Source: an optimization exercise on an open RTL-to-GDS flow (aim: small area and a short achievable clock period). Production flows keep margins and buffers that such runs may drop. In this exercise RTL edits were held to simulation tests only and were not proved equivalent to the original.

==> run a: inputs <==
==> flow/design.v <==
module alu(
  input [31:0] rfa,
  input [31:0] rfb,
  input [31:0] ex_res,
  input [31:0] me_res,
  input [31:0] mem,
  input fa_ex, fa_me,
  input fb_ex, fb_me, fb_ld,
  input a_imm,
  input [31:0] a_oth,
  input b_imm,
  input [31:0] b_oth,
  input a_mem,
  input b_mem,
  input sub,         
  input sflip,       
  input op_sum,      
  input op_and,
  input op_or,
  input op_xor,
  input op_lt,
  input t_jump,
  input t_eq,
  input t_s0,
  input t_lt,
  input t_ge,
  output reg [31:0] result,
  output [31:0] vb,  
  output taken
);
  wire [31:0] va_r = fa_ex ? ex_res : fa_me ? me_res : rfa;
  wire [31:0] vb_r = fb_ex ? ex_res : fb_me ? me_res : rfb;
  assign vb = fb_ld ? mem : vb_r;
  wire [31:0] a_rest = a_imm ? a_oth : va_r;
  wire [31:0] b_rest = b_imm ? b_oth : vb_r;
  wire [31:0] a_val = a_mem ? mem : a_rest;
  wire [31:0] b_val = b_mem ? mem : b_rest;
  wire [31:0] bx = {32{sub}} ^ {sflip, 31'd0};
  wire [31:0] a_op = a_val ^ {sflip, 31'd0};
  wire [31:0] b_op = b_mem ? (mem ^ bx) : (b_rest ^ bx);
  wire [33:0] add = {1'b0, a_op, 1'b1} + {1'b0, b_op, sub};
  wire [31:0] sum = add[32:1];
  wire lt = ~add[33];
  wire [31:0] p = a_op ^ b_op;
  wire eq = &p;
  wire s0 = (p == {p[30:0] | (a_op[30:0] & b_op[30:0]), 1'b0});
  wire [31:0] lg = ({32{op_and}} & (a_val & b_val)) |
                   ({32{op_or}} & (a_val | b_val)) |
                   ({32{op_xor}} & (a_val ^ b_val));
  always @(*) begin
    if (op_sum) result = sum;
    else result = {lg[31:1], lg[0] | (op_lt & lt)};
  end
  assign taken = t_jump | (t_eq & eq) | (t_s0 & s0) | (t_lt & lt) |
                 (t_ge & ~lt);
endmodule
module pipeline(
  clk,
  resetn,
  o_instr_req_addr,
  o_instr_req_en,
  i_instr_res_data,
  o_mem_req_addr,
  o_mem_req_wr_data,
  o_mem_req_wr_en,
  o_mem_req_count,
  i_mem_res_rd_data,
  i_mem_res_code
);
  input clk;
  input resetn;
  output [31:0] o_instr_req_addr;
  output o_instr_req_en;
  input [31:0] i_instr_res_data;
  output [31:0] o_mem_req_addr;
  output [31:0] o_mem_req_wr_data;
  output o_mem_req_wr_en;
  output [1:0] o_mem_req_count;
  input [31:0] i_mem_res_rd_data;
  input [2:0] i_mem_res_code;
  wire rst = ~resetn;
  assign o_instr_req_en = resetn;
  reg [31:0] f_pc;          
  reg [31:0] pcd;           
  reg [31:0] id_instr;
  reg [22:0] id_dec;        
  reg [31:0] id_pc;
  reg [31:0] hold_instr;    
  reg id_v;                 
  reg id_replay;            
  reg stall;                
  reg [31:0] id_rfa;        
  reg [31:0] id_rfb;        
  reg fa_ex, fa_me;         
  reg fb_ex, fb_me, fb_ld;  
  reg a_mem, b_mem;         
  reg [31:0] ex_res;        
  reg [31:0] ex_t;          
  reg ex_br;                
  reg ex_wr_alu, ex_wr_pc4, ex_wr_mem;
  reg [4:0] ex_rd;
  reg [1:0] ex_cnt;
  reg ex_we;
  reg [31:0] me_res;
  reg me_wr;
  reg me_ld;
  reg [4:0] me_rd;
  wire [31:0] o_pc = ex_br ? ex_t : f_pc;
  assign o_instr_req_addr = o_pc;
  assign o_mem_req_addr = ex_res;
  assign o_mem_req_wr_data = ex_t;
  assign o_mem_req_wr_en = ex_we;
  assign o_mem_req_count = ex_cnt;
  wire [31:0] me_data = me_ld ? i_mem_res_rd_data : me_res;
  wire [32*32-1:0] rf_flat;
  assign rf_flat[31:0] = 32'd0;
  genvar g;
  generate
    for (g = 1; g < 32; g = g + 1) begin : rf
      reg [31:0] q;
      always @(posedge clk) begin
        if (rst | (me_wr && me_rd == g)) q <= rst ? 32'd0 : me_data;
      end
      assign rf_flat[g*32 +: 32] = q;
    end
  endgenerate
  wire [6:0] opc = id_instr[6:0];
  wire [2:0] f3 = id_instr[14:12];
  wire [6:0] f7 = id_instr[31:25];
  wire [4:0] rs1 = id_instr[19:15];
  wire [4:0] rs2 = id_instr[24:20];
  wire [4:0] rd = id_instr[11:7];
  wire is_r, is_i, is_ld, is_st, is_br, is_lui, is_auipc, is_jal, is_jalr;
  wire sub, sflip, op_sum, op_and, op_or, op_xor, op_lt, a_imm, b_imm;
  wire t_jump, t_eq, t_s0, t_lt, t_ge;
  assign {is_r, is_i, is_ld, is_st, is_br, is_lui, is_auipc, is_jal, is_jalr,
          sub, sflip, op_sum, op_and, op_or, op_xor, op_lt, a_imm, b_imm,
          t_jump, t_eq, t_s0, t_lt, t_ge} = id_dec;
  wire flush = rst | ex_br;
  wire ok = id_v & ~stall & ~flush;
  wire [31:0] nx_instr = id_replay ? hold_instr : i_instr_res_data;
  wire [6:0] nx_opc = nx_instr[6:0];
  function [22:0] decode;
    input [31:0] w;
    reg [6:0] o;
    reg [2:0] f;
    reg r, im, ld, st, br, lui, aui, jal, jalr, lo, lts, ltu, rsub;
    begin
      o = w[6:0];
      f = w[14:12];
      r = o == 7'b0110011;
      im = o == 7'b0010011;
      ld = o == 7'b0000011;
      st = o == 7'b0100011;
      br = o == 7'b1100011;
      lui = o == 7'b0110111;
      aui = o == 7'b0010111;
      jal = o == 7'b1101111;
      jalr = o == 7'b1100111;
      rsub = r & (w[31:25] == 7'b0100000) & (f == 3'd0);
      lo = (r & (w[31:25] == 7'd0)) | im;   
      lts = lo & (f == 3'd2);
      ltu = im & (f == 3'd3);
      decode = {r, im, ld, st, br, lui, aui, jal, jalr,
                rsub | lts | ltu | (br & (f[2:1] != 2'b01)),
                lts | (br & f[2] & (f != 3'd7)),
                ~((lo & ((f == 3'd7) | (f == 3'd6) | (f == 3'd4))) | lts | ltu),
                lo & (f == 3'd7),
                lo & (f == 3'd6),
                lo & (f == 3'd4),
                lts | ltu,
                lui | aui | jal | jalr,
                lui | aui | jal | jalr | im | ld | st,
                jal | jalr,
                br & (f[2:1] == 2'b00),
                br & (f[2:1] == 2'b01),
                br & ((f == 3'd4) | (f == 3'd6) | (f == 3'd7)),
                br & (f == 3'd5)};
    end
  endfunction
  wire [22:0] nx_dec = decode(nx_instr);
  wire [22:0] nd = stall ? id_dec : nx_dec;
  wire nd_a_imm = nd[6];
  wire nd_b_imm = nd[5];
  wire [4:0] nx_rs1 = nx_instr[19:15];
  wire [4:0] nx_rs2 = nx_instr[24:20];
  wire nx_in = ~stall & ~id_replay;
  wire [4:0] pa = nx_in ? i_instr_res_data[19:15] : stall ? rs1 : hold_instr[19:15];
  wire [4:0] pb = nx_in ? i_instr_res_data[24:20] : stall ? rs2 : hold_instr[24:20];
  reg [31:0] rf_a, rf_b;
  integer i;
  always @(*) begin
    rf_a = 32'd0;
    rf_b = 32'd0;
    for (i = 1; i < 32; i = i + 1) begin
      rf_a = rf_a | ({32{pa == i}} & rf_flat[i*32 +: 32]);
      rf_b = rf_b | ({32{pb == i}} & rf_flat[i*32 +: 32]);
    end
  end
  wire pa_me = (pa != 5'd0) & (pa == me_rd) & me_wr;
  wire pb_me = (pb != 5'd0) & (pb == me_rd) & me_wr;
  wire nx_reads_a = ~((nx_opc == 7'b0110111) | (nx_opc == 7'b0010111) |
                      (nx_opc == 7'b1101111) | (nx_opc == 7'b1100111));
  wire nx_reads_b = nx_reads_a & (nx_opc != 7'b0010011) &
                    (nx_opc != 7'b0000011);
  wire nx_haz = (nx_reads_a & (nx_rs1 != 5'd0) & (nx_rs1 == rd)) |
                (nx_reads_b & (nx_rs2 != 5'd0) & (nx_rs2 == rd));
  wire nx_wr_alu = ok & (is_r | is_i | is_lui | is_auipc);
  wire nx_me_wr = ~rst & (ex_wr_alu | ex_wr_pc4 | ex_wr_mem);
  wire na_ex = (pa != 5'd0) & (pa == rd) & nx_wr_alu;
  wire na_me = (pa != 5'd0) & (pa == ex_rd) & nx_me_wr;
  wire nb_ex = (pb != 5'd0) & (pb == rd) & nx_wr_alu;
  wire nb_me = (pb != 5'd0) & (pb == ex_rd) & nx_me_wr;
  wire [31:0] imm_i = {{20{id_instr[31]}}, id_instr[31:20]};
  wire [31:0] imm_s = {{20{id_instr[31]}}, id_instr[31:25], id_instr[11:7]};
  wire [31:0] imm_b = {{20{id_instr[7]}}, id_instr[7], id_instr[30:25],
                       id_instr[11:8], 1'b0};
  wire [31:0] imm_u = {id_instr[31:12], 12'd0};
  wire [31:0] imm_j = {id_instr[31], id_instr[19:12], id_instr[20],
                       id_instr[30:21], 12'd0};
  wire [31:0] target = id_pc + (is_br ? imm_b : is_jal ? imm_j : imm_i);
  wire [31:0] a_oth = (is_auipc | is_jalr) ? id_pc : 32'd0;
  wire [31:0] b_oth = (is_i | is_ld) ? imm_i :
                      is_st ? imm_s :
                      (is_lui | is_auipc) ? imm_u : 32'd4;
  wire [31:0] result;
  wire [31:0] vb;
  wire taken;
  alu u_alu(
    .rfa(id_rfa), .rfb(id_rfb), .ex_res(ex_res), .me_res(me_res),
    .mem(i_mem_res_rd_data),
    .fa_ex(fa_ex), .fa_me(fa_me),
    .fb_ex(fb_ex), .fb_me(fb_me), .fb_ld(fb_ld),
    .a_mem(a_mem), .b_mem(b_mem),
    .a_imm(a_imm), .a_oth(a_oth), .b_imm(b_imm), .b_oth(b_oth),
    .sub(sub), .sflip(sflip),
    .op_sum(op_sum),
    .op_and(op_and), .op_or(op_or), .op_xor(op_xor), .op_lt(op_lt),
    .t_jump(t_jump), .t_eq(t_eq), .t_s0(t_s0), .t_lt(t_lt), .t_ge(t_ge),
    .result(result), .vb(vb), .taken(taken)
  );
  reg [1:0] cnt;
  always @(*) begin
    cnt = 2'd0;
    if (is_ld) begin
      case (f3)
        3'd0, 3'd4: cnt = 2'd1;
        3'd1, 3'd5: cnt = 2'd2;
        3'd2: cnt = 2'd3;
        default: cnt = 2'd0;
      endcase
    end else if (is_st) begin
      case (f3)
        3'd0: cnt = 2'd1;
        3'd1: cnt = 2'd2;
        3'd2: cnt = 2'd3;
        default: cnt = 2'd0;
      endcase
    end
  end
  always @(posedge clk) begin
    f_pc <= rst ? 32'd0 : stall ? f_pc : o_pc + 32'd4;
    pcd <= o_pc;
    id_v <= ~flush;
    id_replay <= ~flush & stall;
    stall <= ok & is_ld & nx_haz;
    fa_ex <= na_ex;
    fa_me <= na_me;
    a_mem <= ~nd_a_imm & ~na_ex & na_me & ex_wr_mem;
    b_mem <= ~nd_b_imm & ~nb_ex & nb_me & ex_wr_mem;
    fb_ex <= nb_ex;
    fb_me <= nb_me;
    fb_ld <= ~nb_ex & nb_me & ex_wr_mem;
    hold_instr <= i_instr_res_data;
    id_rfa <= pa_me ? me_data : rf_a;
    id_rfb <= pb_me ? me_data : rf_b;
    if (~stall) begin
      id_instr <= nx_instr;
      id_dec <= nx_dec;
      id_pc <= id_replay ? pcd - 32'd4 : pcd;
    end
    ex_res <= result;
    ex_t <= is_st ? vb : target;
    ex_br <= ok & taken;
    ex_rd <= rd;
    ex_we <= is_st;
    ex_wr_alu <= nx_wr_alu;
    ex_wr_pc4 <= ok & is_jalr;
    ex_wr_mem <= ok & is_ld;
    ex_cnt <= ok ? cnt : 2'd0;
    me_res <= ex_res;
    me_wr <= nx_me_wr;
    me_ld <= ex_wr_mem;
    me_rd <= ex_rd;
  end
endmodule
==> flow/flow/run.sh <==
#!/bin/bash
# Layout flow: the standard flow (standard.sh) with changes to how it
# optimises, not to what it builds or measures:
#  * ADDER_MAP_FILE is cleared, so synthesis skips the full/half adder
#    extraction and ABC maps the adders' logic together with the rest;
#  * port buffers are plain buffers (buf_2) rather than delay cells.
# Each make step writes its own log under orfs/logs/; the make output itself
# goes to standard.log here.
set -euo pipefail
export BUFFER_PORTS_ARGS="-buffer_cell sky130_fd_sc_hd__buf_2"
bash standard.sh ADDER_MAP_FILE= SETUP_SLACK_MARGIN=6 TNS_END_PERCENT=10 \
  "BUFFER_PORTS_ARGS=$BUFFER_PORTS_ARGS" finish > standard.log 2>&1
==> flow/standard.sh <==
#!/bin/bash
# synth_recipe.tcl (not shown) runs the flow's synth.tcl, then flattens the netlist and writes it again
# the make line also repeats each setting of config.mk as NAME=value (left out here)
make -C /OpenROAD-flow-scripts/flow DESIGN_CONFIG=/design/flow/config.mk WORK_HOME=/design/flow/orfs CLKGATE_MAP_FILE= SYNTH_SCRIPT=/design/flow/synth_recipe.tcl "${@:-finish}"
==> flow/config.mk <==
export PLATFORM = sky130hd
export DESIGN_NAME = pipeline
export DESIGN_NICKNAME = pipeline
export VERILOG_FILES = /design/flow/design.v
export SDC_FILE = /design/flow/constraint.sdc
export NUM_CORES = 4
export LEC_CHECK = 0
export CAP_MARGIN = 20
export CORE_MARGIN = 2
export CORE_UTILIZATION = 40
export SLEW_MARGIN = 20
==> flow/constraint.sdc <==
create_clock -name core_clock -period 10.5 [get_ports {clk}]
set_input_delay 2.1000 -clock core_clock [delete_from_list [all_inputs] [get_ports {clk}]]
set_output_delay 2.1000 -clock core_clock [all_outputs]
set_load 0.01 [all_outputs]
==> run b: changes against run a <==
--- a/flow/design.v
+++ b/flow/design.v
@@ -83,12 +83,14 @@
   reg [31:0] f_pc;          
   reg [31:0] pcd;           
   reg [31:0] id_instr;
-  reg [22:0] id_dec;        
+  reg [27:0] id_dec;        
   reg [31:0] id_pc;
   reg [31:0] hold_instr;    
   reg id_v;                 
   reg id_replay;            
   reg stall;                
+  reg nx_in;                
+  reg [4:0] alt_a, alt_b;   
   reg [31:0] id_rfa;        
   reg [31:0] id_rfb;        
   reg fa_ex, fa_me;         
@@ -133,14 +135,17 @@
   wire is_r, is_i, is_ld, is_st, is_br, is_lui, is_auipc, is_jal, is_jalr;
   wire sub, sflip, op_sum, op_and, op_or, op_xor, op_lt, a_imm, b_imm;
   wire t_jump, t_eq, t_s0, t_lt, t_ge;
+  wire s_apc, s_bi, s_bs, s_bu, s_b4;
   assign {is_r, is_i, is_ld, is_st, is_br, is_lui, is_auipc, is_jal, is_jalr,
           sub, sflip, op_sum, op_and, op_or, op_xor, op_lt, a_imm, b_imm,
-          t_jump, t_eq, t_s0, t_lt, t_ge} = id_dec;
+          t_jump, t_eq, t_s0, t_lt, t_ge,
+          s_apc, s_bi, s_bs, s_bu, s_b4} = id_dec;
   wire flush = rst | ex_br;
   wire ok = id_v & ~stall & ~flush;
+  wire stall_nx;
   wire [31:0] nx_instr = id_replay ? hold_instr : i_instr_res_data;
   wire [6:0] nx_opc = nx_instr[6:0];
-  function [22:0] decode;
+  function [27:0] decode;
     input [31:0] w;
     reg [6:0] o;
     reg [2:0] f;
@@ -175,18 +180,22 @@
                 br & (f[2:1] == 2'b00),
                 br & (f[2:1] == 2'b01),
                 br & ((f == 3'd4) | (f == 3'd6) | (f == 3'd7)),
-                br & (f == 3'd5)};
+                br & (f == 3'd5),
+                aui | jalr,          
+                im | ld,             
+                st,                  
+                lui | aui,           
+                jalr};               
     end
   endfunction
-  wire [22:0] nx_dec = decode(nx_instr);
-  wire [22:0] nd = stall ? id_dec : nx_dec;
-  wire nd_a_imm = nd[6];
-  wire nd_b_imm = nd[5];
+  wire [27:0] nx_dec = decode(nx_instr);
+  wire [27:0] nd = stall ? id_dec : nx_dec;
+  wire nd_a_imm = nd[11];
+  wire nd_b_imm = nd[10];
   wire [4:0] nx_rs1 = nx_instr[19:15];
   wire [4:0] nx_rs2 = nx_instr[24:20];
-  wire nx_in = ~stall & ~id_replay;
-  wire [4:0] pa = nx_in ? i_instr_res_data[19:15] : stall ? rs1 : hold_instr[19:15];
-  wire [4:0] pb = nx_in ? i_instr_res_data[24:20] : stall ? rs2 : hold_instr[24:20];
+  wire [4:0] pa = nx_in ? i_instr_res_data[19:15] : alt_a;
+  wire [4:0] pb = nx_in ? i_instr_res_data[24:20] : alt_b;
   reg [31:0] rf_a, rf_b;
   integer i;
   always @(*) begin
@@ -205,6 +214,7 @@
                     (nx_opc != 7'b0000011);
   wire nx_haz = (nx_reads_a & (nx_rs1 != 5'd0) & (nx_rs1 == rd)) |
                 (nx_reads_b & (nx_rs2 != 5'd0) & (nx_rs2 == rd));
+  assign stall_nx = ok & is_ld & nx_haz;
   wire nx_wr_alu = ok & (is_r | is_i | is_lui | is_auipc);
   wire nx_me_wr = ~rst & (ex_wr_alu | ex_wr_pc4 | ex_wr_mem);
   wire na_ex = (pa != 5'd0) & (pa == rd) & nx_wr_alu;
@@ -219,10 +229,9 @@
   wire [31:0] imm_j = {id_instr[31], id_instr[19:12], id_instr[20],
                        id_instr[30:21], 12'd0};
   wire [31:0] target = id_pc + (is_br ? imm_b : is_jal ? imm_j : imm_i);
-  wire [31:0] a_oth = (is_auipc | is_jalr) ? id_pc : 32'd0;
-  wire [31:0] b_oth = (is_i | is_ld) ? imm_i :
-                      is_st ? imm_s :
-                      (is_lui | is_auipc) ? imm_u : 32'd4;
+  wire [31:0] a_oth = {32{s_apc}} & id_pc;
+  wire [31:0] b_oth = ({32{s_bi}} & imm_i) | ({32{s_bs}} & imm_s) |
+                      ({32{s_bu}} & imm_u) | {29'd0, s_b4, 2'd0};
   wire [31:0] result;
   wire [31:0] vb;
   wire taken;
@@ -263,7 +272,10 @@
     pcd <= o_pc;
     id_v <= ~flush;
     id_replay <= ~flush & stall;
-    stall <= ok & is_ld & nx_haz;
+    stall <= stall_nx;
+    nx_in <= ~stall_nx & ~(~flush & stall);
+    alt_a <= stall_nx ? pa : i_instr_res_data[19:15];
+    alt_b <= stall_nx ? pb : i_instr_res_data[24:20];
     fa_ex <= na_ex;
     fa_me <= na_me;
     a_mem <= ~nd_a_imm & ~na_ex & na_me & ex_wr_mem;
==> flow/flow/run.sh (replaced) <==
#!/bin/bash
# Layout flow: the standard flow (standard.sh) with changes to how it
# optimises, not to what it builds or measures:
#  * ADDER_MAP_FILE is cleared, so synthesis skips the full/half adder
#    extraction and ABC maps the adders' logic together with the rest;
#  * port buffers are plain buffers (buf_2) rather than delay cells;
set -euo pipefail
export BUFFER_PORTS_ARGS="-buffer_cell sky130_fd_sc_hd__buf_2"
bash standard.sh ADDER_MAP_FILE= SETUP_SLACK_MARGIN=6 TNS_END_PERCENT=10 \
  "BUFFER_PORTS_ARGS=$BUFFER_PORTS_ARGS" finish > standard.log 2>&1
--- a/flow/config.mk
+++ b/flow/config.mk
@@ -7,5 +7,6 @@
 export LEC_CHECK = 0
 export CAP_MARGIN = 20
 export CORE_MARGIN = 2
-export CORE_UTILIZATION = 40
+export CORE_UTILIZATION = 55
+export PLACE_DENSITY = 0.75
 export SLEW_MARGIN = 20
==> results.py <==
metrics = {
    "timing": {
        "whs_ns": 0.4050,
        "slew_headroom_pct": 10.10,
    },
    "cells_and_area": {
        "final-nonclk-buf-share_pct": 3.979,
        "fin_area_sq_um": 72730,
    },
    "worst_setup_path": {
        "arrival_ns": 5.49,
    },
    "drt": {
        "dr.pass1.iters": 15,
        "wl_um": 288500,
    },
    "yosys": {
        "netlist_area_sq_um": 63030,
    },
    "run_status": {
        "status": "no timing/DRC/antenna violations",
    },
}
[end of results for run b]
==> results.py <==
metrics = {
    "drt": {
        "dr.pass1.iters": 12,
    },
    "cells_and_area": {
        "fin_area_sq_um": 74730,
        "inverters": 65,
        "stdcell_count": 7670,
        "final-nonclk-buf-share_pct": 4.455,
    },
    "yosys": {
        "ys.warnings.count": 2,
    },
    "run_status": {
        "status": "no timing/DRC/antenna violations",
    },
    "worst_setup_path": {
        "arrival_ns": 5.38,
    },
    "timing": {
        "slew_headroom_pct": 18.75,
    },
    "floorplan": {
        "fp.dieH_um": 402.9,
    },
}
[end of results for run a]

## re-timing with driven ports
No port has a modelled driver above. Below, the same layouts with a new extraction and two added sets of constraints. Step 1: set_driving_cell puts a clkbuf_16 on clk and a buf_2 on each other input, an assumption about the parent block. Step 2 moves the port delays by t, midway between the first and last clock arrival at a register: inputs arrive t later, outputs are due t later. That takes back most of the time a late clock gives input paths. Three values: ideal ports, drivers, drivers and shift; two values: the first two.
run	t, ns	setup WS [ns]	worst slew at a driven data input, ns
run a	0.895	5.768 / 5.739 / 4.940	0.15
run b	0.847	5.656 / 5.660 / 4.813	0.28
After both steps setup and hold are still met in every run listed. The setup slack of run b, which loses most, moves by +0.004 ns with the drivers and by -0.843 ns with both steps.
